This design comes from an exercise in tuning for small area and a short achievable clock period on the open sky130 flow, not from production work.
Function was checked by simulation only, so behaviour that the tests miss may differ from the original.

==> trial 28: inputs <==
==> flow/design.v <==
module sisaFIR(
  input         clock,
  input         reset,
  input  [63:0] io_in,
  output [63:0] io_out
);
  reg [63:0] z1;  
  reg [63:0] z2;  
  reg [63:0] z3;  
  reg [63:0] z4;  
  reg [63:0] z5;  
  reg [63:0] z6;  
  reg [63:0] z7;  
  reg [63:0] z8;  
  reg [63:0] z9;  
  wire [66:0] _T = io_in * 64'h5;  
  wire [67:0] _T_1 = z1 * 64'hc;  
  wire [67:0] _GEN_0 = {{1'd0}, _T};  
  wire [67:0] _T_3 = _GEN_0 + _T_1;  
  wire [68:0] _T_4 = z2 * 64'h1e;  
  wire [68:0] _GEN_1 = {{1'd0}, _T_3};  
  wire [68:0] _T_6 = _GEN_1 + _T_4;  
  wire [69:0] _T_7 = z3 * 64'h32;  
  wire [69:0] _GEN_2 = {{1'd0}, _T_6};  
  wire [69:0] _T_9 = _GEN_2 + _T_7;  
  wire [69:0] _T_10 = z4 * 64'h3f;  
  wire [69:0] _T_12 = _T_9 + _T_10;  
  wire [69:0] _T_13 = z5 * 64'h3f;  
  wire [69:0] _T_15 = _T_12 + _T_13;  
  wire [69:0] _T_16 = z6 * 64'h32;  
  wire [69:0] _T_18 = _T_15 + _T_16;  
  wire [68:0] _T_19 = z7 * 64'h1e;  
  wire [69:0] _GEN_3 = {{1'd0}, _T_19};  
  wire [69:0] _T_21 = _T_18 + _GEN_3;  
  wire [67:0] _T_22 = z8 * 64'hc;  
  wire [69:0] _GEN_4 = {{2'd0}, _T_22};  
  wire [69:0] _T_24 = _T_21 + _GEN_4;  
  wire [66:0] _T_25 = z9 * 64'h5;  
  wire [69:0] _GEN_5 = {{3'd0}, _T_25};  
  wire [69:0] _T_27 = _T_24 + _GEN_5;  
  assign io_out = _T_27[63:0];  
  always @(posedge clock) begin
    z1 <= io_in;  
    z2 <= z1;  
    z3 <= z2;  
    z4 <= z3;  
    z5 <= z4;  
    z6 <= z5;  
    z7 <= z6;  
    z8 <= z7;  
    z9 <= z8;  
  end
endmodule
==> flow/run.sh <==
#!/bin/bash
# synth_recipe.tcl (not shown) runs the flow's synth.tcl, then flattens the netlist and writes it again
# the make line also repeats each setting of config.mk as NAME=value (left out here)
make -C /OpenROAD-flow-scripts/flow DESIGN_CONFIG=/design/flow/config.mk WORK_HOME=/design/flow/orfs CLKGATE_MAP_FILE= SYNTH_SCRIPT=/design/flow/synth_recipe.tcl finish
==> flow/config.mk <==
export PLATFORM = sky130hd
export DESIGN_NAME = sisaFIR
export DESIGN_NICKNAME = sisaFIR
export VERILOG_FILES = /design/flow/design.v
export SDC_FILE = /design/flow/constraint.sdc
export NUM_CORES = 4
export LEC_CHECK = 0
export CAP_MARGIN = 20
export CORE_MARGIN = 2
export CORE_UTILIZATION = 40
export SLEW_MARGIN = 20
==> flow/constraint.sdc <==
create_clock -name core_clock -period 18.0 [get_ports {clock}]
set_input_delay 3.6000 -clock core_clock [delete_from_list [all_inputs] [get_ports {clock}]]
set_output_delay 3.6000 -clock core_clock [all_outputs]
set_load 0.01 [all_outputs]
==> inputs of trial 85, as changes to trial 28 <==
==> flow/design.v (replaced) <==
module sisaFIR(
  input         clock,
  input         reset,
  input  [63:0] io_in,
  output [63:0] io_out
);
  reg [63:0] r1, r2, r3, r4, r5, r6, r7, r8, r9;
  wire [63:0] x   = io_in;
  wire [63:0] m3  = x + {x[62:0], 1'b0};           
  wire [63:0] m5  = x + {x[61:0], 2'b0};           
  wire [63:0] m15 = {x[59:0], 4'b0} - x;           
  wire [63:0] m25 = m5 + {m5[61:0], 2'b0};         
  wire [63:0] m63 = {x[57:0], 6'b0} - x;           
  wire [63:0] m12 = {m3[61:0], 2'b0};
  wire [63:0] m30 = {m15[62:0], 1'b0};
  wire [63:0] m50 = {m25[62:0], 1'b0};
  assign io_out = x + {x[61:0], 2'b0} + r1;
  always @(posedge clock) begin
    r1 <= m12 + r2;
    r2 <= m30 + r3;
    r3 <= m50 + r4;
    r4 <= m63 + r5;
    r5 <= m63 + r6;
    r6 <= m50 + r7;
    r7 <= m30 + r8;
    r8 <= m12 + r9;
    r9 <= m5;
  end
endmodule
==> summary of the runs <==
Sequential share of layout area: trial 28 is lower than trial 85 (4.6 points). Against trial 85, the maximum frequency of trial 28 is smaller by 9.3%. In trial 85 the global-route usage is higher than in trial 28, by 2.6 points. Trial 28 went through all stages and came out clean. Trial 85 finished with timing, DRC and antenna clean.

## afterwards: timing with drivers on the ports
The results above use ideal ports. As a check the final layouts listed here were re-extracted and re-timed, cells and wires unchanged.
Step 1 assumes that a clkbuf_16 drives the clock port and a buf_2 every other input.
Step 2 also shifts input and output timing later by t, the mid clock arrival at the registers, as if the neighbouring blocks saw the same clock.
Slacks: ideal / step 1 / step 2; pairs: ideal / step 1.
| run | t, ns | setup slack, ns | pins driven straight from the clock port |
|---|---|---|---|
| trial 28 | 0.770 | 0.734 / 0.649 / 1.420 | 1 |
| trial 85 | 0.724 | 2.341 / 2.280 / 2.280 | 1 |
After both steps every run listed still meets setup and hold. The setup slack of trial 85, which loses most, moves by -0.061 ns with the drivers and by -0.061 ns with both steps.
